What follows belongs to an exercise in optimizing a design on an open flow for small area; a production flow would make more cautious choices. The RTL was checked by simulation tests, not by an equivalence proof against the original design.

==> job 3772: inputs <==
// MIPS_TopModule
module MIPS_TopModule
(
input  wire			CLK_Top,
input  wire			RST_Top,
output wire [31:0]	imem_addr_Top,
input  wire [31:0]	imem_rdata_Top,
output wire [31:0]	dmem_addr_Top,
output wire [31:0]	dmem_wdata_Top,
output wire			dmem_we_Top,
input  wire [31:0]	dmem_rdata_Top
);
wire [31:0] instr = imem_rdata_Top;
wire [5:0]  op    = instr[31:26];
wire [5:0]  funct = instr[5:0];
wire [4:0]  rs    = instr[25:21];
wire [4:0]  rt    = instr[20:16];
wire rtype = (op == 6'b000000);
wire addi  = (op == 6'b001000);
wire lw    = (op == 6'b100011);
wire sw    = (op == 6'b101011);
wire beq   = (op == 6'b000100);
wire jmp   = (op == 6'b000010);
wire f_sub = rtype & (funct == 6'b100010);
wire f_slt = rtype & (funct == 6'b101010);
wire f_mul = rtype & (funct == 6'b011100);
wire f_and = rtype & (funct == 6'b100100);
wire f_or  = rtype & (funct == 6'b100101);
wire        regwrite = rtype | addi | lw;
wire [4:0]  dst      = rtype ? instr[15:11] : rt;
wire [31:0] sext     = {{16{instr[15]}}, instr[15:0]};
wire [31:0] rd1, rd2, sum;
wire        zero, smallop, bit0;
wire [31:0] wd, wd_hi;
MIPS_MUX wbsel (.we(lw), .wen(~(lw | smallop)), .d(dmem_rdata_Top), .q(sum), .y(wd_hi));
assign wd = {wd_hi[31:1], lw ? dmem_rdata_Top[0] : smallop ? bit0 : sum[0]};
reg  [31:0]   valid;
wire [1023:0] q;
wire [31:0]   we, wen, sel1, sel2;
MIPS_DecW dw  (.a(dst), .en(regwrite), .y(we), .yn(wen));
MIPS_DecM ds1 (.a(rs), .m(valid), .y(sel1));
MIPS_DecM ds2 (.a(rt), .m(valid), .y(sel2));
always @(posedge CLK_Top or negedge RST_Top)
	if (!RST_Top) valid <= 32'b0;
	else          valid <= valid | we;
genvar g;
generate for (g = 0; g < 32; g = g + 1) begin : regs
	reg  [31:0] r;
	wire [31:0] r_next;
	MIPS_MUX wsel (.we(we[g]), .wen(wen[g]), .d(wd), .q(r), .y(r_next));
	always @(posedge CLK_Top)
		r <= r_next;
  ...
clock: 20.0 ns
lec_check: 0
cap_margin: 20
core_margin: 2
core_utilization: 60
slew_margin: 20
synth_hierarchical: 1
standard.sh (not shown) runs the stock make flow with config.mk's settings and CLKGATE_MAP_FILE= SYNTH_SCRIPT=/design/flow/synth_recipe.tcl, a recipe that flattens the netlist after the stock synthesis.
==> flow/flow/run.sh <==
#!/bin/bash
# Own layout flow: the standard ORFS flow (standard.sh, with its synthesis
# unchanged) with two ORFS settings changed:
#  - each port gets a sky130_fd_sc_hd__buf_1 buffer (instead of the
#    resizer's default pick, clkdlybuf4s50_1);
#  - clock tree: no dummy loads, clkbuf_4 buffers, leaf clusters of at most
#    8 flip-flops within 40 um.
# The full make output goes to standard.log here; ORFS's per-step logs are
# under orfs/logs.
set -euo pipefail
bash standard.sh \
  "BUFFER_PORTS_ARGS=-buffer_cell sky130_fd_sc_hd__buf_1" \
  "CTS_ARGS=-sink_clustering_enable -repair_clock_nets -dont_use_dummy_load -buf_list sky130_fd_sc_hd__clkbuf_4 -sink_clustering_size 8 -sink_clustering_max_diameter 40" \
  finish > standard.log 2>&1
==> inputs of job 9561, as changes to job 3772 <==
==> flow/run.sh (new file) <==
#!/bin/bash
# synth_recipe.tcl (not shown) runs the flow's synth.tcl, then flattens the netlist and writes it again
# the make line also repeats each setting of config.mk as NAME=value (left out here)
make -C /OpenROAD-flow-scripts/flow DESIGN_CONFIG=/design/flow/config.mk WORK_HOME=/design/flow/orfs CLKGATE_MAP_FILE= SYNTH_SCRIPT=/design/flow/synth_recipe.tcl finish
--- a/flow/config.mk
+++ b/flow/config.mk
@@ -7,6 +7,9 @@
 export LEC_CHECK = 0
 export CAP_MARGIN = 20
 export CORE_MARGIN = 2
-export CORE_UTILIZATION = 60
+export CORE_UTILIZATION = 50
+export CTS_BUF_LIST = sky130_fd_sc_hd__clkbuf_4
+export CTS_CLUSTER_DIAMETER = 40
+export CTS_CLUSTER_SIZE = 8
 export SLEW_MARGIN = 20
 export SYNTH_HIERARCHICAL = 1
removed: flow/flow/run.sh
removed: flow/standard.sh
==> impl_metrics.csv <==
group,metric,value,unit
status,status,"timing/DRC/antenna clean",
power_and_ir_drop,power.share.clock,29.5,%
sta,tightestPinTransition,1.263,ns
floorplan,start_util,60.29,%
finish,clock_buffers,167,
critical_path,path_max_fanout,39,
route,met2WireLength,105100,um
clock_network,clkTransAtPathRegs,0.06,ns
placement,placed_cell_area,0.05929,mm2
floorplan,tapCellCount,1368,
The numbers above come from job 3772.

==> impl_metrics.csv <==
group,metric,value,unit
floorplan,start_util,50.24,%
status,status,"timing/DRC/antenna clean",
global_route,grt_pass1_wl,382100,um
global_route,grt_util_met2,58.76,%
min_path,whs_path_depth,1,
route,wl_met3,40770,um
finish,clock_buffers,202,
power_and_ir_drop,power.share.clock,35.7,%
clock_network,clkTransAtPathRegs,0.10,ns
placement,placed_cell_area,0.06103,mm2
finish,largest_cell_class,"multi-input gates",
The numbers above come from job 9561.

separate check: timing with driven ports:
How much do the figures lean on ideal ports? The routed layouts below were timed once more, with nothing changed but the port constraints. Step 1, drivers: a clkbuf_16 drives CLK_Top and a buf_2 each remaining input, both assumed. Step 2 also shifts input and output timing later by t, the mid clock arrival at the registers, as if the neighbouring blocks saw the same clock. Slacks: no drivers / after step 1 / after step 2; pairs: no drivers / after step 1.
run | t, ns | slack for setup (ns) | cell pins on the clock port's net
job 3772 | 1.175 | 1.561 / 1.510 / 1.510 | 1
job 9561 | 1.256 | 0.981 / 0.955 / 0.955 | 1
After both steps setup and hold are still met in every run listed. For job 3772, which loses most, drivers alone change the setup slack by -0.051 ns; drivers and shift together by -0.051 ns.
